From an optimization exercise on the open Yosys and OpenROAD flow, aimed at small area; shortcuts taken in it are not production practice. Function was checked by simulation only, so behaviour that the tests miss may differ from the original. Power figures rest on the tool's default switching activity, not on a simulated workload.

==> flow/config.mk <==
export PLATFORM = sky130hd
export DESIGN_NAME = combining_network
export DESIGN_NICKNAME = combining_network
export VERILOG_FILES = /design/flow/design.v
export SDC_FILE = /design/flow/constraint.sdc
export NUM_CORES = 4
export LEC_CHECK = 0
export CAP_MARGIN = 20
export CORE_MARGIN = 2
export CORE_UTILIZATION = 50
export GPL_TIMING_DRIVEN = 1
export PLACE_DENSITY = 0.65
export SETUP_SLACK_MARGIN = 0.2
export SLEW_MARGIN = 20
==> flow/constraint.sdc <==
create_clock -name core_clock -period 6.0 [get_ports {clk}]
set_input_delay 1.2000 -clock core_clock [delete_from_list [all_inputs] [get_ports {clk}]]
set_output_delay 1.2000 -clock core_clock [all_outputs]
set_load 0.01 [all_outputs]
==> flow/design.v <==
module CaC # (
    parameter DATA_W = 32
)(
    input  wire              InputValid_A,
    input  wire              InputValid_B,
    input  wire [DATA_W-1:0] InDestVid_A,
    input  wire [DATA_W-1:0] InDestVid_B,
    input  wire [DATA_W-1:0] InUpdate_A,
    input  wire [DATA_W-1:0] InUpdate_B,
    output wire [DATA_W-1:0] OutUpdate_A,
    output wire [DATA_W-1:0] OutUpdate_B,
    output wire [DATA_W-1:0] OutDestVid_A,
    output wire [DATA_W-1:0] OutDestVid_B,
    output wire              OutValid_A,
    output wire              OutValid_B
);
wire [2*DATA_W-2:0] lt, eq;
genvar i;
generate
for (i = 0; i < DATA_W; i = i + 1) begin : leaf
    assign lt[DATA_W-1+i] = InDestVid_A[i] & ~InDestVid_B[i];
    assign eq[DATA_W-1+i] = ~(InDestVid_B[i] ^ InDestVid_A[i]);
end
for (i = DATA_W-2; i >= 0; i = i - 1) begin : node
    assign lt[i] = lt[2*i+2] | (eq[2*i+2] & lt[2*i+1]);
    assign eq[i] = eq[2*i+2] & eq[2*i+1];
end
endgenerate
wire both = InputValid_A & InputValid_B;
wire swap = both & lt[0];
wire comb = both & eq[0];
wire [DATA_W-1:0] sum;
combine_unit #(.DATA_W(DATA_W)) combiner (
    .update_A        (InUpdate_A),
    .update_B        (InUpdate_B),
    .combined_update (sum)
);
assign OutValid_A   = InputValid_A;
assign OutValid_B   = InputValid_B & ~comb;
assign OutDestVid_A = swap ? InDestVid_B : InDestVid_A;
assign OutDestVid_B = swap ? InDestVid_A : InDestVid_B;
assign OutUpdate_A  = comb ? sum : (swap ? InUpdate_B : InUpdate_A);
assign OutUpdate_B  = swap ? InUpdate_A : InUpdate_B;
endmodule
module combine_unit # (
    parameter DATA_W = 32
)(
    input  wire [DATA_W-1:0] update_A,
    input  wire [DATA_W-1:0] update_B,
    output wire [DATA_W-1:0] combined_update
);
reg [DATA_W-1:0] g, p;
integer d, i;
always @* begin
    p = update_A ^ update_B;
    g = update_A & update_B;
    for (d = 1; d < DATA_W; d = d * 2)
        for (i = 0; i < DATA_W; i = i + 1)
            if ((i % (2 * d)) >= d) begin
                g[i] = g[i] | (p[i] & g[(i / (2 * d)) * (2 * d) + d - 1]);
                p[i] = p[i] & p[(i / (2 * d)) * (2 * d) + d - 1];
            end
end
assign combined_update = update_A ^ update_B ^ {g[DATA_W-2:0], 1'b0};
endmodule
module combining_network # (
    parameter DATA_W = 32,
    parameter [5:0] REG_AFTER = 6'b010101
)(
    input  wire                clk,
    input  wire                rst,
    input  wire [7:0]          InputValid,
    input  wire [DATA_W*8-1:0] InDestVid,
    input  wire [DATA_W*8-1:0] InUpdate,
    output wire [DATA_W*8-1:0] OutUpdate,
    output wire [DATA_W*8-1:0] OutDestVid,
    output wire [7:0]          OutValid
);
wire [7:0]          v_in  [0:6];
wire [DATA_W*8-1:0] d_in  [0:6];
wire [DATA_W*8-1:0] u_in  [0:6];
wire [7:0]          v_out [0:5];
wire [DATA_W*8-1:0] d_out [0:5];
wire [DATA_W*8-1:0] u_out [0:5];
assign v_in[0] = InputValid;
assign d_in[0] = InDestVid;
assign u_in[0] = InUpdate;
genvar l, p;
generate
for (l = 0; l < 6; l = l + 1) begin : layer
    for (p = 0; p < 4; p = p + 1) begin : elem
        localparam integer D = (l == 3) ? 4 : (l == 1 || l == 4) ? 2 : 1;
        localparam integer A = (p / D) * 2 * D + (p % D);
        localparam integer B = A + D;
        CaC #(.DATA_W(DATA_W)) cac (
            .InputValid_A (v_in[l][A]),
            .InputValid_B (v_in[l][B]),
            .InDestVid_A  (d_in[l][DATA_W*A +: DATA_W]),
            .InDestVid_B  (d_in[l][DATA_W*B +: DATA_W]),
            .InUpdate_A   (u_in[l][DATA_W*A +: DATA_W]),
            .InUpdate_B   (u_in[l][DATA_W*B +: DATA_W]),
            .OutUpdate_A  (u_out[l][DATA_W*A +: DATA_W]),
            .OutUpdate_B  (u_out[l][DATA_W*B +: DATA_W]),
            .OutDestVid_A (d_out[l][DATA_W*A +: DATA_W]),
            .OutDestVid_B (d_out[l][DATA_W*B +: DATA_W]),
            .OutValid_A   (v_out[l][A]),
            .OutValid_B   (v_out[l][B])
        );
    end
    if (REG_AFTER[l]) begin : pipe
        reg [7:0]          v_r;
        reg [DATA_W*8-1:0] d_r;
        reg [DATA_W*8-1:0] u_r;
        always @(posedge clk) begin
            v_r <= rst ? 8'd0 : v_out[l];
            d_r <= d_out[l];
            u_r <= u_out[l];
        end
        assign v_in[l+1] = v_r;
        assign d_in[l+1] = d_r;
        assign u_in[l+1] = u_r;
    end else begin : comb
        assign v_in[l+1] = v_out[l];
        assign d_in[l+1] = d_out[l];
        assign u_in[l+1] = u_out[l];
    end
end
endgenerate
assign OutValid   = v_in[6];
assign OutDestVid = d_in[6];
assign OutUpdate  = u_in[6];
endmodule
==> flow/flow/run.sh <==
#!/bin/bash
# The standard layout (standard.sh), with the port buffers made from the
# smallest buffer cell instead of the resizer's default choice.
set -euo pipefail
bash standard.sh "BUFFER_PORTS_ARGS=-buffer_cell sky130_fd_sc_hd__buf_1" finish > flow_make.log 2>&1
==> flow/standard.sh <==
#!/bin/bash
# synth_recipe.tcl (not shown) runs the flow's synth.tcl, then flattens the netlist and writes it again
# the make line also repeats each setting of config.mk as NAME=value (left out here)
make -C /OpenROAD-flow-scripts/flow DESIGN_CONFIG=/design/flow/config.mk WORK_HOME=/design/flow/orfs CLKGATE_MAP_FILE= SYNTH_SCRIPT=/design/flow/synth_recipe.tcl "${@:-finish}"
==> results.json, run 1 <==
{
  "status": "complete, no violations",
  "cp.required_ns": 6.75,
  "synth_common_cells": "mux2i_1 (1574), dfxtp_1 (1560), ha_1 (1488)",
  "irDropWorstVdd_uv": 232,
  "die_h_um": 495,
  "finalSetupViolations": 0,
  "final_layout_size_suffix_gt1_share_pct": 21.0,
  "ctsLongestPathBuffers": 3,
  "vias": 117000,
  "synth_top_family_by_area": "multiplexers",
  "synth_flop_cell": "dfxtp_1",
  "synth_top_area_share_pct": 25.9,
  "drt_iter0_markers": 13200,
  "synth-simple-area-share_pct": 11.0,
  "ys_seq_area_share_pct": 25.9,
  "initial_utilization_pct": 50.2,
  "rsz0062_at_grt": "yes",
  "use_met3_pct": 11.3,
  "grt.total_usage_pct": 38.9,
  "crit_family": "compound AO/OA/AOI/OAI gates",
  "io_pins": 1042,
  "dieArea_mm2": 0.245,
  "synthMuxAreaShare_pct": 18.8,
  "synth_fp_nets": 16300,
  "antenna_found_initial": 170,
  "worst_clock_skew_ns": 0.0413,
  "slew_viol_final": 0,
  "worstMarginPinSlew_ns": 1.17,
  "yosys-top-cells-area": "dfxtp_1 (26%), ha_1 (15%), mux2i_1 (13%)",
  "synth_edf_count": 0,
  "dieWidth_um": 495,
  "area_growth_pct": 27.2,
  "worstPathArrival_ns": 6.63,
  "fin_nets": 19100,
  "synth-compound-area-share_pct": 16.4,
  "fp.coreArea_mm2": 0.240,
  "clk_pin_slew_ns": 0.06,
  "synth_cell_types": 85,
  "drtPass1Iterations": 6,
  "crit_slowest_cell": "or3_4",
  "fin_util_pct": 63.8,
  "slew_headroom_pct": 20.1,
  "finalPower_w": 0.0394,
  "drc": 0,
  "synthCells": 14200,
  "dp_hpwl_um": 427000,
  "fmax_ghz": 0.170,
  "place_congestion": 1.04,
  "insertion_delay_ns": 0.88,
  "synth_warnings": 2,
  "hp-class": "reg -> reg",
  "globalRoute.totalOverflow": 0,
  "ctsHoldBuffers": 0,
  "cts-buffers-inserted": 177,
  "cp_max_fo": 6,
  "grt_max_degree": 82,
  "slowest_delay_ns": 0.41,
  "synth_top_area_cell": "dfxtp_1",
  "multiInputGateArea_mm2": 0.0844,
  "met1_usage_pct": 58.5,
  "final_hold_viol_count": 0,
  "layout_worst_path_cycle_share_pct": 98.0,
  "cp.buffers_inverters": 7,
  "viasPerCell": 5.74,
  "critPathKind": "reg -> reg",
  "ys_seq_elements": 1560,
  "cts-htree-levels": 4,
  "maxCapViolCount": 0,
  "cts_tree": "done",
  "regArea_mm2": 0.0313,
  "cp-end-kind": "register",
  "busiest_layer": "met1",
  "synthMostInstantiatedCell": "mux2i_1",
  "place_inst": 19800,
  "final_cells": 20300,
  "cts_sinks": 1560,
  "grt_pass1_wl_um": 693000,
  "io_buffers": 1041,
  "root_buffer": "clkbuf_16",
  "synth-xor-area-share_pct": 4.11,
  "rows": 180,
  "n_fill_cell": 20800,
  "wl_per_cell_um": 24.9,
  "ant_nets": 0,
  "cp-start-kind": "register",
  "syn_avg_cell_area_um2": 8.48,
  "grt_pass1_vias": 102000,
  "use_met2_pct": 51.6,
  "synth_adder_area_share_pct": 17.5,
  "powerDensity_mw_per_mm2": 257,
  "fin_crit_ns": 5.88,
  "wirelength_um": 507000,
  "ys_async_sr_fraction_pct": 0,
  "leakagePower_nw": 75.8,
  "netlist_area_mm2": 0.120
}
[placed cells by master (no fill, tap or decap), drive strengths merged, types with 35 or more instances in the layout]
master and count:
nor2 1060, o31ai 35, nand2 873, inv 1411, nor2b 165, clkbuf 270, nand2b 119, buf 3108
and3 45, mux2 614, xor2 282, nor3 101, fa 120, ha 1488, nand3 111, o21ai 944
o211ai 73, or3 58, nand4 224, o21a 66, o21bai 41, mux2i 1574, a21o 516, xnor2 283
a211oi 97, clkinv 43, dfxtp 1560, diode 65, a21oi 1385
[area by class of cell]
class                      count  share of cell area [%]
timing repair buffer        3139                    14.2
multi-input combinational  10700                    55.1
tap                         3185                    2.60
clock inverter                88                   0.791
clock buffer                 244                    3.31
antenna                       65                   0.106
sequential                  1560                    20.4
inverter                    1395                    3.42
[worst paths after layout]
| path | startpoint | end | slack, ns | cells after the start |
|---|---|---|---|---|
| setup / recovery | layer[2].pipe.d_r[164]$_DFF_P_ | layer[4].pipe.u_r[191]$_DFF_P_ | 0.12 | 27 |
| hold / removal | layer[0].pipe.v_r[2]$_SDFF_PP0_ | layer[2].pipe.v_r[2]$_SDFF_PP0_ | 0.51 | 2 |
| setup reg to reg | layer[2].pipe.d_r[164]$_DFF_P_ | layer[4].pipe.u_r[191]$_DFF_P_ | 0.12 | 27 |
| hold reg to reg | layer[0].pipe.v_r[2]$_SDFF_PP0_ | layer[2].pipe.v_r[2]$_SDFF_PP0_ | 0.51 | 2 |
[flip-flops by register name, indices dropped and copies added (netlist names)]
| name | flops |
|---|---|
| layer.pipe.d_r | 768 |
| layer.pipe.u_r | 768 |
| layer.pipe.v_r | 24 |
[cell families (layout without fill, tap and decap cells)]
group / count (synthesis) / after routing
AOI/OAI and AO/OA: 3380 / 3381
and+or+nand+nor: 2906 / 2908
muxes: 2188 / 2188
buffers and inverters: 2005 / 4866
adders and majority gates: 1608 / 1608
DFF: 1560 / 1560
xor gates and xnor gates: 565 / 565
other: 0 / 65
[metrics by stage]
stage / hold WS (ns) / instance area (um^2) / setup slack [ns] / setup TNS, ns
global placement: 0.481 / 142000 / -0.656 / -52.83
floorplan: 0.423 / 121000 / 0.140 / 0
CTS: 0.497 / 150000 / 0.0875 / 0
detailed placement: 0.489 / 142000 / -0.735 / -68.08
finish: 0.507 / 153000 / 0.121 / 0
global route: 0.540 / 153000 / -0.0554 / -0.0554
[layer usage]
layer / vias to the layer above / part of all wire (%)
met4: 96 / 4.0
met3: 850 / 13
li1: 55300 / -
met1: 54600 / 45
met5: - / 0.11
met2: 5757 / 38
[where the power goes]
| part | switching [W] | internal [W] | total [W] |
|---|---|---|---|
| sequential | 0.00127 | 0.0115 | 0.0127 |
| clock | 0.00490 | 0.00681 | 0.0117 |
| combinational | 0.00828 | 0.00670 | 0.0150 |
| total | 0.0145 | 0.0250 | 0.0394 |
[repair_timing]
action,CTS,global route
setup buffers,27,102
resized for setup,240,557
setup endpoints to repair,926,1143
pin swaps,68,170
gates cloned,8,25
[worst reg2reg max path: cells and delay by family (launching register included)]
family / cells / cell delay, ns
AO/OA/AOI/OAI: 11 / 2.47
adder cells (fa/ha/maj): 2 / 0.49
buffers and inverters: 7 / 0.99
flip-flops: 1 / 0.32
multiplexers: 2 / 0.31
AND/OR/NAND/NOR: 5 / 1.18
==> run 2: changes to the inputs <==
--- a/flow/config.mk
+++ b/flow/config.mk
@@ -9,6 +9,6 @@
 export CORE_MARGIN = 2
 export CORE_UTILIZATION = 50
 export GPL_TIMING_DRIVEN = 1
-export PLACE_DENSITY = 0.65
+export PLACE_DENSITY = 0.75
 export SETUP_SLACK_MARGIN = 0.2
 export SLEW_MARGIN = 20
==> results.json, run 2 <==
{
  "status": "complete, no violations",
  "fin_nets": 19300,
  "finalSetupTns_ns": 0,
  "swShare_pct": 37.3,
  "reg2reg_to": "layer[2].pipe.u_r[94]$_DFF_P_",
  "cp.buffers_inverters": 2,
  "met1_usage_pct": 62.3,
  "critPathKind": "reg -> out",
  "clk_pin_slew_ns": 0.06,
  "crit_family": "compound AO/OA/AOI/OAI gates",
  "rows": 180,
  "powerDensity_mw_per_mm2": 260,
  "hold_end": "layer[0].pipe.d_r[114]$_DFF_P_",
  "dieArea_mm2": 0.245,
  "cp_max_fo": 11,
  "seq_power_share_pct": 32.3,
  "crit_slowest_cell": "a21oi_1",
  "fin_crit_ns": 5.90,
  "wirelength_um": 539000,
  "layout_common_cells": "buf_4 (2192), mux2i_1 (1515), dfxtp_1 (1476)",
  "dpl_cell_area_mm2": 0.144,
  "hp-class": "in -> reg",
  "vias": 120000,
  "synth_warnings": 2,
  "synthMostInstantiatedCell": "mux2i_1",
  "die_h_um": 495,
  "synth_edf_count": 0,
  "finalPower_w": 0.0404,
  "place_inst": 20000,
  "worstMarginPinSlew_ns": 1.27,
  "insertion_delay_ns": 0.89,
  "rsz0062_at_grt": "yes",
  "synth_fp_nets": 16300,
  "cts-htree-levels": 4,
  "layout_worst_path_cycle_share_pct": 98.4,
  "syn_avg_cell_area_um2": 8.48,
  "antenna_found_initial": 86,
  "synth_top_area_cell": "dfxtp_1",
  "ant_nets": 0,
  "synth_flop_cell": "dfxtp_1",
  "drt_iter0_markers": 15500,
  "dp_hpwl_um": 453000,
  "fmax_ghz": 0.169,
  "finalSetupViolations": 0,
  "yosys-top-cells-area": "dfxtp_1 (26%), ha_1 (15%), mux2i_1 (13%)",
  "p_int_w": 0.0253,
  "crit_cells": 16,
  "top_regs": "layer.pipe.d_r: 768 flops, layer.pipe.u_r: 768 flops, layer.pipe.v_r: 24 flops",
  "ctsLongestPathBuffers": 3,
  "use_met2_pct": 55.2,
  "hp-start": "InDestVid[114]",
  "slew_viol_final": 0,
  "grt.total_usage_pct": 41.3,
  "initial_utilization_pct": 50.2,
  "netlist_area_mm2": 0.120,
  "synth_top_area_share_pct": 25.9,
  "design_area_mm2": 0.155,
  "cts_sinks": 1560,
  "area_growth_pct": 28.7,
  "reg2reg_slack_ns": 0.11,
  "slew_headroom_pct": 14.5,
  "ys_async_sr_fraction_pct": 0,
  "busiest_layer": "met1",
  "viasPerCell": 5.86,
  "cts-buffers-inserted": 175,
  "ys_seq_elements": 1560,
  "dieWidth_um": 495,
  "cp_common_cell": "a21o_1",
  "io_pins": 1042,
  "grt_max_degree": 101,
  "layout_commonest_cell": "buf_4",
  "power.share.clock_pct": 29.6,
  "use_met3_pct": 10.6,
  "final_layout_size_suffix_gt1_share_pct": 22.4,
  "globalRoute.totalOverflow": 0,
  "fp.coreArea_mm2": 0.240,
  "grt_pass1_vias": 106000,
  "cp-start-kind": "register",
  "r2r-start": "layer[0].pipe.d_r[77]$_DFF_P_",
  "grt_pass1_wl_um": 735000,
  "place_congestion": 1.06,
  "final_hold_viol_count": 0,
  "synth_common_cells": "mux2i_1 (1574), dfxtp_1 (1560), ha_1 (1488)",
  "power.switching_w": 0.0150,
  "worstPathArrival_ns": 4.70,
  "slowest_delay_ns": 0.55,
  "synth_cell_types": 85,
  "cp-end-kind": "primary output",
  "wl_per_cell_um": 26.2,
  "cts_tree": "done",
  "ys_seq_area_share_pct": 25.9,
  "worst_clock_skew_ns": 0.0570,
  "min_path_cells": 2,
  "root_buffer": "clkbuf_16",
  "leakagePower_nw": 77.0,
  "irDropWorstVdd_uv": 319,
  "final_cells": 20600,
  "ff2ff_path_depth": 31,
  "cp.required_ns": 4.80,
  "drtPass1Iterations": 9,
  "fin_util_pct": 64.6,
  "crit_path_start": "layer[4].pipe.d_r[241]$_DFF_P_",
  "synthCells": 14200,
  "io_buffers": 1041,
  "drc": 0,
  "path_cells": "inv_1, ha_1, a21o_1, a21o_1, a21o_1, a21o_1, a21oi_1, nor2b_1, o21ai_0, nand2b_1, a21oi_2, o21a_4, mux2i_1, nor2_1, a21oi_1, buf_1",
  "combinationalPowerShare_pct": 38.2,
  "maxCapViolCount": 0
}
-- run 2: cell counts after synthesis --
Identical to the previous run, type by type.
-- run 2: area by class of cell --
cell class | count | area, um^2
Clock inverter | 118 | 1660
Inverter | 1395 | 5240
Clock buffer | 205 | 4680
Antenna cell | 36 | 90.1
Tap cell | 3185 | 3990
Fill cell | 20400 | 85000
Sequential cell | 1560 | 31400
Timing Repair Buffer | 3401 | 23700
Multi-Input combinational cell | 10700 | 84300
-- run 2: what timing repair did --
action,CTS,global route
gates cloned,11,20
setup buffers,30,102
setup endpoints to repair,1141,990
resized for setup,239,516
hold buffers,0,0
pin swaps,51,169
-- run 2: stage by stage --
step / hold slack, ns / setup slack (ns)
floorplan: 0.423 / 0.140
global placement: 0.571 / -0.449
detailed placement: 0.566 / -0.475
CTS: 0.523 / 0.112
global route: 0.553 / 0.00307
finish: 0.562 / 0.0990
-- run 2: worst max-delay path by stage --
| stage | to | slack [ns] |
|---|---|---|
| after floorplan | layer[4].pipe.u_r[191]$_DFF_P_ | 0.14 |
| after global placement | layer[2].pipe.d_r[132]$_DFF_P_ | -0.45 |
| after detailed placement | layer[4].pipe.u_r[146]$_DFF_P_ | -0.47 |
| after CTS | layer[2].pipe.u_r[94]$_DFF_P_ | 0.11 |
| after global routing | layer[2].pipe.u_r[159]$_DFF_P_ | 0.003 |
| final | OutUpdate[208] | 0.1 |
-- run 2: power groups by stage --
| stage | logic [W] | registers, W | clock network, W |
|---|---|---|---|
| global route | 0.0166 | 0.0131 | 0.0124 |
| floorplan | 0.00843 | 0.0123 | 0 |
| finish | 0.0154 | 0.0130 | 0.0119 |
| CTS | 0.0145 | 0.0129 | 0.0120 |
| detailed placement | 0.0142 | 0.0131 | 0 |
| global placement | 0.0141 | 0.0131 | 0 |
-- run 2: layer usage --
metal | vias up | share of wire (%)
li1 | 55800 | -
met1 | 56800 | 44
met2 | 6791 | 38
met3 | 935 | 13
met4 | 34 | 4.4
met5 | - | 0.044
-- run 2: kinds of logic (layout without fill, tap and decap cells) --
| group | after synthesis | after routing | share of synthesized area, % |
|---|---|---|---|
| muxes | 2188 | 2188 | 18.8 |
| adders and majority gates | 1608 | 1608 | 17.5 |
| xor gates and xnor gates | 565 | 565 | 4.11 |
| DFF | 1560 | 1560 | 25.9 |
| and+or+nand+nor | 2906 | 2907 | 11.0 |
| buffers and inverters | 2005 | 5119 | 6.31 |
| other | 0 | 36 | 0 |
| AOI/OAI and AO/OA | 3380 | 3383 | 16.4 |
==> run 3: changes to the inputs <==
--- a/flow/config.mk
+++ b/flow/config.mk
@@ -9,6 +9,6 @@
 export CORE_MARGIN = 2
 export CORE_UTILIZATION = 50
 export GPL_TIMING_DRIVEN = 1
-export PLACE_DENSITY = 0.75
+export PLACE_DENSITY = 0.55
 export SETUP_SLACK_MARGIN = 0.2
 export SLEW_MARGIN = 20
==> results.json, run 3 <==
{
  "area_growth_pct": 28.8,
  "slew_headroom_pct": 20.8,
  "synth_flop_cell": "dfxtp_1",
  "place_ws_ns": -0.609,
  "hp-class": "in -> reg",
  "initial_utilization_pct": 50.2,
  "wirelength_um": 543000,
  "fin_crit_ns": 5.93,
  "crit_slowest_cell": "fa_2",
  "insertion_delay_ns": 0.89,
  "drt_iter0_markers": 16300,
  "synth_top_area_share_pct": 25.9,
  "ant_nets": 0,
  "final_layout_size_suffix_gt1_share_pct": 22.6,
  "finalSetupTns_ns": 0,
  "antenna_found_initial": 106,
  "crit_family": "compound AO/OA/AOI/OAI gates",
  "clk_pin_slew_ns": 0.06,
  "finalSetupViolations": 0,
  "grt.total_usage_pct": 41.5,
  "cp-end-kind": "register",
  "synth_edf_count": 0,
  "synth_warnings": 2,
  "grt_max_degree": 78,
  "dieWidth_um": 495,
  "layout_common_cells": "buf_4 (2060), mux2i_1 (1508), dfxtp_1 (1463)",
  "dp_hpwl_um": 456000,
  "design_area_mm2": 0.155,
  "slowest_delay_ns": 0.44,
  "synth_common_cells": "mux2i_1 (1574), dfxtp_1 (1560), ha_1 (1488)",
  "worstPathArrival_ns": 6.69,
  "cp_max_fo": 3,
  "netlist_area_mm2": 0.120,
  "synth_cell_types": 85,
  "powerDensity_mw_per_mm2": 262,
  "vias": 122000,
  "root_buffer": "clkbuf_16",
  "maxCapViolCount": 0,
  "ctsLongestPathBuffers": 3,
  "setup_ws_ns": 0.0673,
  "grt_pass1_vias": 110000,
  "crit_path_start": "layer[2].pipe.d_r[175]$_DFF_P_",
  "critPathKind": "reg -> reg",
  "syn_avg_cell_area_um2": 8.48,
  "synthMostInstantiatedCell": "mux2i_1",
  "ys_seq_area_share_pct": 25.9,
  "wl_met3_um": 68200,
  "wl_per_cell_um": 26.5,
  "rows": 180,
  "rsz0062_at_grt": "yes",
  "hp-start": "InDestVid[42]",
  "fp.coreArea_mm2": 0.240,
  "cts_sinks": 1560,
  "ys_seq_elements": 1560,
  "fin_nets": 19200,
  "r2r-start": "layer[2].pipe.d_r[175]$_DFF_P_",
  "drtPass1Iterations": 7,
  "synth_top_area_cell": "dfxtp_1",
  "synth_fp_nets": 16300,
  "die_h_um": 495,
  "top_regs": "layer.pipe.d_r: 768 flops, layer.pipe.u_r: 768 flops, layer.pipe.v_r: 24 flops",
  "worstMarginPinSlew_ns": 1.16,
  "grt_pass1_wl_um": 743000,
  "dpl_cell_area_mm2": 0.143,
  "finalPower_w": 0.0407,
  "cp_common_cell": "a21o_1",
  "globalRoute.totalOverflow": 0,
  "irDropWorstVdd_uv": 264,
  "cts-buffers-inserted": 179,
  "final_hold_viol_count": 0,
  "cts-htree-levels": 4,
  "wl_met2_um": 207000,
  "cp-start-kind": "register",
  "wl_met1_um": 245000,
  "drc": 0,
  "dr.max_layer_used": "met5",
  "status": "complete, no violations",
  "viasPerCell": 5.95,
  "yosys-top-cells-area": "dfxtp_1 (26%), ha_1 (15%), mux2i_1 (13%)",
  "layout_worst_path_cycle_share_pct": 98.9,
  "dieArea_mm2": 0.245,
  "cts_tree": "done",
  "layout_commonest_cell": "buf_4",
  "io_pins": 1042,
  "place_congestion": 1.07,
  "slew_viol_final": 0,
  "worst_clock_skew_ns": 0.0557,
  "ys_async_sr_fraction_pct": 0,
  "synthCells": 14200,
  "io_buffers": 1041,
  "fmax_ghz": 0.169,
  "cp.required_ns": 6.75,
  "cp.buffers_inverters": 4,
  "fin_util_pct": 64.6,
  "leakagePower_nw": 76.8
}
==> run 3: final timing paths <==
path / end / slack [ns] / depth (start not counted)
min: layer[0].pipe.d_r[42]$_DFF_P_ / 0.58 / 2
max reg2reg: layer[4].pipe.u_r[191]$_DFF_P_ / 0.07 / 26
max: layer[4].pipe.u_r[191]$_DFF_P_ / 0.07 / 26
min reg2reg: layer[4].pipe.d_r[107]$_DFF_P_ / 0.62 / 2
==> run 3: worst reg2reg max path: stages (launching register included) <==
cell and delay, ns:
dfxtp_2 0.34, inv_1 0.07, ha_4 0.27, nand4_1 0.13, or3_4 0.40, o21ai_2 0.14
a21oi_2 0.08, buf_4 0.15, o21a_4 0.27, mux2i_1 0.17, buf_4 0.17, inv_4 0.05
ha_4 0.15, fa_2 0.44, a21o_1 0.20, a21o_1 0.25, a2111oi_4 0.38, nor3_4 0.09
a211o_1 0.37, a21bo_1 0.22, and4_1 0.21, a2111o_1 0.31, a21o_1 0.19, a21o_1 0.17
a21o_1 0.21, mux2i_1 0.12, a211o_1 0.24
==> run 3: power by group <==
group | internal [W] | switching [W]
Sequential | 0.0115 | 0.00135
Clock | 0.00716 | 0.00508
Combinational | 0.00689 | 0.00878
==> run 3: what timing repair did <==
action | in CTS | in global routing
setup buffers | 49 | 120
pin swaps | 92 | 230
cloned | 14 | 24
hold buffers | 0 | 0
resized for setup | 304 | 624
setup endpoints to repair | 1026 | 1123
==> run 3: area by class of cell <==
class | count | area (um^2)
inverter | 1395 | 5250
clock buffer | 230 | 5010
fill | 20300 | 84900
clock inverter | 107 | 1560
antenna | 43 | 108
timing repair buffer | 3291 | 23000
sequential | 1560 | 31400
tap | 3185 | 3990
multi-input combinational | 10700 | 84900
==> run 3: layer usage <==
layer  GRT usage, %  vias to the layer above
met2           55.8                     6854
met3           9.33                      881
li1               -                    55600
met4           14.6                       28
met1           63.5                    58400
met5              0                        -
==> run 3: kinds of logic after synthesis <==
| logic type | after synthesis | share of synthesized area, % |
|---|---|---|
| AO/OA/AOI/OAI | 3380 | 16.4 |
| AND/OR/NAND/NOR | 2906 | 11.0 |
| multiplexers | 2188 | 18.8 |
| buffers and inverters | 2005 | 6.31 |
| adder cells (fa/ha/maj) | 1608 | 17.5 |
| flip-flops | 1560 | 25.9 |
| XOR/XNOR | 565 | 4.11 |
==> run 3: metrics by stage <==
stage	instances	hold slack, ns
floorplan	14200	0.423
global placement	19900	0.585
detailed placement	19900	0.602
CTS	20300	0.513
global route	20400	0.564
finish	20500	0.578
==> run 4: changes to the inputs <==
--- a/flow/config.mk
+++ b/flow/config.mk
@@ -7,8 +7,9 @@
 export LEC_CHECK = 0
 export CAP_MARGIN = 20
 export CORE_MARGIN = 2
-export CORE_UTILIZATION = 50
+export CORE_UTILIZATION = 65
+export CTS_BUF_LIST = sky130_fd_sc_hd__clkbuf_4 sky130_fd_sc_hd__clkbuf_8
 export GPL_TIMING_DRIVEN = 1
-export PLACE_DENSITY = 0.55
-export SETUP_SLACK_MARGIN = 0.2
+export PLACE_DENSITY = 0.75
+export SETUP_SLACK_MARGIN = 0.25
 export SLEW_MARGIN = 20
==> results.json, run 4 <==
{
  "worst-ep-kind": "register input",
  "root_buffer": "clkbuf_8",
  "yosys-top-cells-area": "dfxtp_1 (26%), ha_1 (15%), mux2i_1 (13%)",
  "lastStage": "global routing (5_1_grt)",
  "ctsHoldBuffers": 0,
  "place_congestion": 1.13,
  "grt.total_usage_pct": 66.8,
  "status": "aborted with a tool error",
  "dieWidth_um": 434,
  "grt-worst-endpoint": "layer[4].pipe.u_r[191]$_DFF_P_/D",
  "ctsLongestPathBuffers": 4,
  "cts-htree-levels": 5,
  "synth_fp_nets": 16300,
  "cts_sinks": 1560,
  "antenna_found_initial": 132,
  "io_buffers": 1041,
  "rows": 158,
  "dpl_cell_area_mm2": 0.140,
  "ys_seq_elements": 1560,
  "cts-buffers-inserted": 285,
  "dp_hpwl_um": 430000,
  "synth_top_area_share_pct": 25.9,
  "synth_common_cells": "mux2i_1 (1574), dfxtp_1 (1560), ha_1 (1488)",
  "grt_max_degree": 83,
  "synth_cell_types": 85,
  "synth_edf_count": 0,
  "ys_async_sr_fraction_pct": 0,
  "synth_top_area_cell": "dfxtp_1",
  "globalRoute.totalOverflow": 111,
  "netlist_area_mm2": 0.120,
  "die_h_um": 434,
  "synth_warnings": 2,
  "synth_flop_cell": "dfxtp_1",
  "initial_utilization_pct": 65.2,
  "synthCells": 14200,
  "ys_seq_area_share_pct": 25.9,
  "io_pins": 1042,
  "synthMostInstantiatedCell": "mux2i_1",
  "firstError": "[ERROR GRT-0232] Routing congestion too high. Check the congestion heatmap in the GUI.",
  "syn_avg_cell_area_um2": 8.48
}
run 4: through the flow:
stage,hold slack [ns],std cells,total power (W),util [%],worst slack [ns]
4_1_cts,0.320,19500,0.0388,80.9,0.0464
3_3_place_gp,0.550,18900,0.0262,75.6,-0.737
3_5_place_dp,0.539,18900,0.0269,75.6,-0.821
2_1_floorplan,0.423,14200,0.0207,-,0.177
run 4: worst max-delay path by stage:
stage | start | endpoint | slack (ns) | cells past startpoint
after detailed placement | layer[0].pipe.d_r[81]$_DFF_P_ | layer[2].pipe.d_r[114]$_DFF_P_ | -0.82 | 24
after global placement | layer[0].pipe.d_r[81]$_DFF_P_ | layer[2].pipe.d_r[100]$_DFF_P_ | -0.74 | 24
after CTS | layer[2].pipe.d_r[170]$_DFF_P_ | layer[4].pipe.u_r[191]$_DFF_P_ | 0.05 | 28
after floorplan | layer[2].pipe.d_r[253]$_DFF_P_ | layer[4].pipe.u_r[191]$_DFF_P_ | 0.18 | 27
run 4: power by group through the flow:
| stage | clock network [W] | logic (W) | registers (W) |
|---|---|---|---|
| after CTS | 0.0115 | 0.0145 | 0.0128 |
| after detailed placement | 0 | 0.0139 | 0.0130 |
| after global placement | 0 | 0.0133 | 0.0129 |
| after floorplan | 0 | 0.00843 | 0.0123 |
run 4: cells by family after synthesis:
group / share of synthesized area (%)
compound gates: 16.4
simple gates: 11.0
mux: 18.8
buf+inv: 6.31
fa+ha+maj: 17.5
flops: 25.9
xor+xnor: 4.11
run 4: what timing repair did:
| item | CTS |
|---|---|
| endpoints found under the setup margin | 1425 |
| pin swaps | 131 |
| gates resized for setup | 484 |
| gates cloned | 22 |
| setup buffers | 103 |
run 4: per-layer routing:
metal / GRT overflow / global-route usage [%]
met3: 10 / 45.9
met5: 1 / 22.9
met1: 6 / 75.9
met2: 61 / 82.6
met4: 33 / 52.8
==> run 5: changes to the inputs <==
--- a/flow/design.v
+++ b/flow/design.v
@@ -18,8 +18,9 @@
 genvar i;
 generate
 for (i = 0; i < DATA_W; i = i + 1) begin : leaf
-    assign lt[DATA_W-1+i] = InDestVid_A[i] & ~InDestVid_B[i];
-    assign eq[DATA_W-1+i] = ~(InDestVid_B[i] ^ InDestVid_A[i]);
+    wire ne = InDestVid_A[i] ^ InDestVid_B[i];
+    assign lt[DATA_W-1+i] = InDestVid_A[i] & ne;
+    assign eq[DATA_W-1+i] = ~ne;
 end
 for (i = DATA_W-2; i >= 0; i = i - 1) begin : node
     assign lt[i] = lt[2*i+2] | (eq[2*i+2] & lt[2*i+1]);
@@ -37,10 +38,11 @@
 );
 assign OutValid_A   = InputValid_A;
 assign OutValid_B   = InputValid_B & ~comb;
+wire [DATA_W-1:0] upd_sel = swap ? InUpdate_B : InUpdate_A;
 assign OutDestVid_A = swap ? InDestVid_B : InDestVid_A;
-assign OutDestVid_B = swap ? InDestVid_A : InDestVid_B;
-assign OutUpdate_A  = comb ? sum : (swap ? InUpdate_B : InUpdate_A);
-assign OutUpdate_B  = swap ? InUpdate_A : InUpdate_B;
+assign OutDestVid_B = InDestVid_A ^ InDestVid_B ^ OutDestVid_A;
+assign OutUpdate_A  = comb ? sum : upd_sel;
+assign OutUpdate_B  = InUpdate_A ^ InUpdate_B ^ upd_sel;
 endmodule
 module combine_unit # (
     parameter DATA_W = 32
==> flow/config.mk (replaced) <==
export PLATFORM = sky130hd
export DESIGN_NAME = combining_network
export DESIGN_NICKNAME = combining_network
export VERILOG_FILES = /design/flow/design.v
export SDC_FILE = /design/flow/constraint.sdc
export NUM_CORES = 4
export LEC_CHECK = 0
export CAP_MARGIN = 20
export CORE_MARGIN = 2
export CORE_UTILIZATION = 50
export GPL_TIMING_DRIVEN = 1
export PLACE_DENSITY = 0.65
export SETUP_SLACK_MARGIN = 0.2
export SLEW_MARGIN = 20
==> results.json, run 5 <==
{
  "netlist_area_mm2": 0.121,
  "finalSetupViolations": 12,
  "slowest_delay_ns": 0.50,
  "cts-htree-levels": 4,
  "io_buffers": 1041,
  "wl_met1_um": 226000,
  "finalPower_w": 0.0436,
  "root_buffer": "clkbuf_16",
  "place_ws_ns": -0.719,
  "worstPathArrival_ns": 6.94,
  "hp-start": "InDestVid[58]",
  "r2r-start": "layer[2].pipe.u_r[129]$_DFF_P_",
  "synth_top_area_share_pct": 25.8,
  "leakagePower_nw": 72.4,
  "top_regs": "layer.pipe.d_r: 768 flops, layer.pipe.u_r: 768 flops, layer.pipe.v_r: 24 flops",
  "grt.total_usage_pct": 42.2,
  "drt_iter0_markers": 14600,
  "dr.max_layer_used": "met5",
  "cts-buffers-inserted": 171,
  "clk_pin_slew_ns": 0.08,
  "hold_end": "layer[0].pipe.d_r[26]$_DFF_P_",
  "synth_warnings": 2,
  "vias": 122000,
  "synthCells": 14500,
  "swShare_pct": 38.3,
  "final_layout_size_suffix_gt1_share_pct": 24.7,
  "wirelength_um": 546000,
  "hp-class": "in -> reg",
  "initial_utilization_pct": 50.3,
  "ctsHoldBuffers": 0,
  "dieArea_mm2": 0.246,
  "violations": "setup timing",
  "final_hold_viol_count": 0,
  "insertion_delay_ns": 0.88,
  "synth_flop_cell": "dfxtp_1",
  "ant_nets": 0,
  "irDropWorstVdd_uv": 247,
  "wl_met3_um": 63500,
  "cp-end-kind": "register",
  "cts_tree": "done",
  "fmax_ghz": 0.161,
  "critPathKind": "reg -> reg",
  "cp.required_ns": 6.74,
  "cp_common_cell": "a21oi_1",
  "rows": 180,
  "layout_commonest_cell": "buf_4",
  "reg2reg_to": "layer[4].pipe.u_r[28]$_DFF_P_",
  "area_growth_pct": 31.0,
  "final_cells": 21100,
  "setup_ws_ns": -0.203,
  "fin_nets": 19500,
  "place_congestion": 1.09,
  "p_int_w": 0.0269,
  "crit_slowest_cell": "fa_1",
  "die_h_um": 496,
  "power.share.clock_pct": 26.6,
  "synth_common_cells": "dfxtp_1 (1560), a21oi_1 (1469), nor2_1 (1345)",
  "grt_pass1_wl_um": 755000,
  "ctsLongestPathBuffers": 3,
  "viasPerCell": 5.81,
  "grt_max_degree": 92,
  "yosys-top-cells-area": "dfxtp_1 (26%), ha_1 (11%), mux2i_1 (11%)",
  "whs_ns": 0.610,
  "worstMarginPinSlew_ns": 1.15,
  "ys_seq_area_share_pct": 25.8,
  "ys_async_sr_fraction_pct": 0,
  "place_inst": 20500,
  "layout_common_cells": "buf_4 (2377), dfxtp_1 (1495), a21oi_1 (1358)",
  "grt_pass1_vias": 110000,
  "ff2ff_path_depth": 30,
  "synthMostInstantiatedCell": "dfxtp_1",
  "syn_avg_cell_area_um2": 8.34,
  "maxCapViolCount": 0,
  "drc": 0,
  "fp.coreArea_mm2": 0.241,
  "drtPass1Iterations": 8,
  "power.switching_w": 0.0167,
  "rsz0062_at_grt": "yes",
  "fin_crit_ns": 6.20,
  "powerDensity_mw_per_mm2": 275,
  "dp_hpwl_um": 459000,
  "status": "complete, but fails checks",
  "reg2reg_slack_ns": -0.20,
  "cp-start-kind": "register",
  "globalRoute.totalOverflow": 0,
  "wl_per_cell_um": 25.9,
  "combinationalPowerShare_pct": 42.1,
  "io_pins": 1042,
  "layout_worst_path_cycle_share_pct": 103,
  "min_path_cells": 2,
  "synth_edf_count": 0,
  "synth_cell_types": 99,
  "seq_power_share_pct": 31.3,
  "synth_top_area_cell": "dfxtp_1",
  "synth_fp_nets": 16300,
  "antenna_found_initial": 69,
  "cts_sinks": 1560,
  "cp_max_fo": 3,
  "slew_headroom_pct": 22.7,
  "dieWidth_um": 496,
  "wl_met2_um": 216000,
  "finalSetupTns_ns": -1.03,
  "ys_seq_elements": 1560,
  "worst_clock_skew_ns": 0.0497,
  "n_fill_cell": 20600,
  "slew_viol_final": 0
}
## run 5: worst max-delay path, delay by kind of cell (launching register included)
family                     cells  cell delay, ns
AOI/OAI and AO/OA             14            2.91
and+or+nand+nor               10            1.42
adders and majority gates      2            0.72
DFF                            1            0.47
buffers and inverters          3            0.37
xor gates and xnor gates       1            0.14
## run 5: cells by family after synthesis
kind of cell	share of synthesized area [%]
and+or+nand+nor	13.7
AOI/OAI and AO/OA	16.2
DFF	25.8
buffers and inverters	5.65
muxes	17.7
xor gates and xnor gates	6.20
adders and majority gates	14.8
## run 5: stage by stage
step	util, %	cell area (um^2)
2_1_floorplan	-	122000
3_3_place_gp	61.0	147000
3_5_place_dp	61.0	147000
4_1_cts	64.6	156000
5_1_grt	65.9	159000
6_report	65.9	159000
## run 5: worst max-delay path by stage
stage                                              start                       endpoint  slack [ns]  cells past startpoint
final                     layer[2].pipe.u_r[129]$_DFF_P_  layer[4].pipe.u_r[28]$_DFF_P_       -0.20                     30
after global routing      layer[2].pipe.d_r[150]$_DFF_P_  layer[4].pipe.u_r[28]$_DFF_P_       -0.39                     33
after CTS                 layer[2].pipe.d_r[162]$_DFF_P_  layer[4].pipe.u_r[62]$_DFF_P_        0.03                     30
after detailed placement   layer[0].pipe.d_r[82]$_DFF_P_   layer[2].pipe.u_r[1]$_DFF_P_       -0.72                     24
after global placement     layer[0].pipe.d_r[82]$_DFF_P_   layer[2].pipe.u_r[0]$_DFF_P_       -0.80                     24
after floorplan           layer[0].pipe.d_r[102]$_DFF_P_  layer[2].pipe.u_r[31]$_DFF_P_       -0.47                     31
## run 5: metal layers
layer  vias up  global-route usage [%]
met5         -                       0
met3      1093                    9.96
met4        40                    25.5
met1     57500                    57.8
li1      57700                       -
met2      6199                    59.7
## run 5: layout make-up
type	instances	area, um^2	area share, %
inverters	1164	4390	2.76
repair buffers	3654	26000	16.4
multi-input cells	11200	86800	54.7
well taps	3185	3990	2.51
clock inverters	96	1460	0.919
diodes	32	80.1	0.0505
flip-flops and latches	1560	31300	19.7
clock buffers	220	4710	2.97
## run 5: timing repair
action                     4_1_cts  5_1_grt
pin swaps                      136      219
cloned                           8        8
setup endpoints to repair     1088      989
buffers inserted                92      101
resized for setup              398      494
## run 5: power by group through the flow
stage               sequential [W]  combinational [W]  clock [W]
finish                      0.0136             0.0183     0.0116
global placement            0.0137             0.0165          0
floorplan                   0.0126            0.00978          0
detailed placement          0.0137             0.0167          0
CTS                         0.0135             0.0173     0.0117
global route                0.0136             0.0197     0.0120

==> what the ideal ports hide <==
How much do the figures lean on ideal ports? The routed layouts below were timed once more, with nothing changed but the port constraints.
Step 1: set_driving_cell puts a clkbuf_16 on clk and a buf_2 on each other input, an assumption about the parent block.
Step 2 times the ports against the registers' clock, not the clock port: input delays grow and output delays shrink by t, the midpoint of the rising clock arrivals with the driver on.
Slacks: no drivers / after step 1 / after step 2; pairs: no drivers / after step 1.
run	t (ns)	slack for setup (ns)	worst hold slack (ns)	worst data-port slew with drivers (ns)
run 1	0.957	0.121 / 0.121 / 0.121	0.507 / 0.507 / 0.507	0.25
run 2	0.965	0.099 / -0.002 / 0.112	0.562 / 0.487 / 0.586	0.22
run 3	0.972	0.067 / 0.067 / 0.067	0.578 / 0.495 / 0.621	0.25
run 5	0.969	-0.203 / -0.203 / -0.203	0.610 / 0.518 / 0.611	0.11
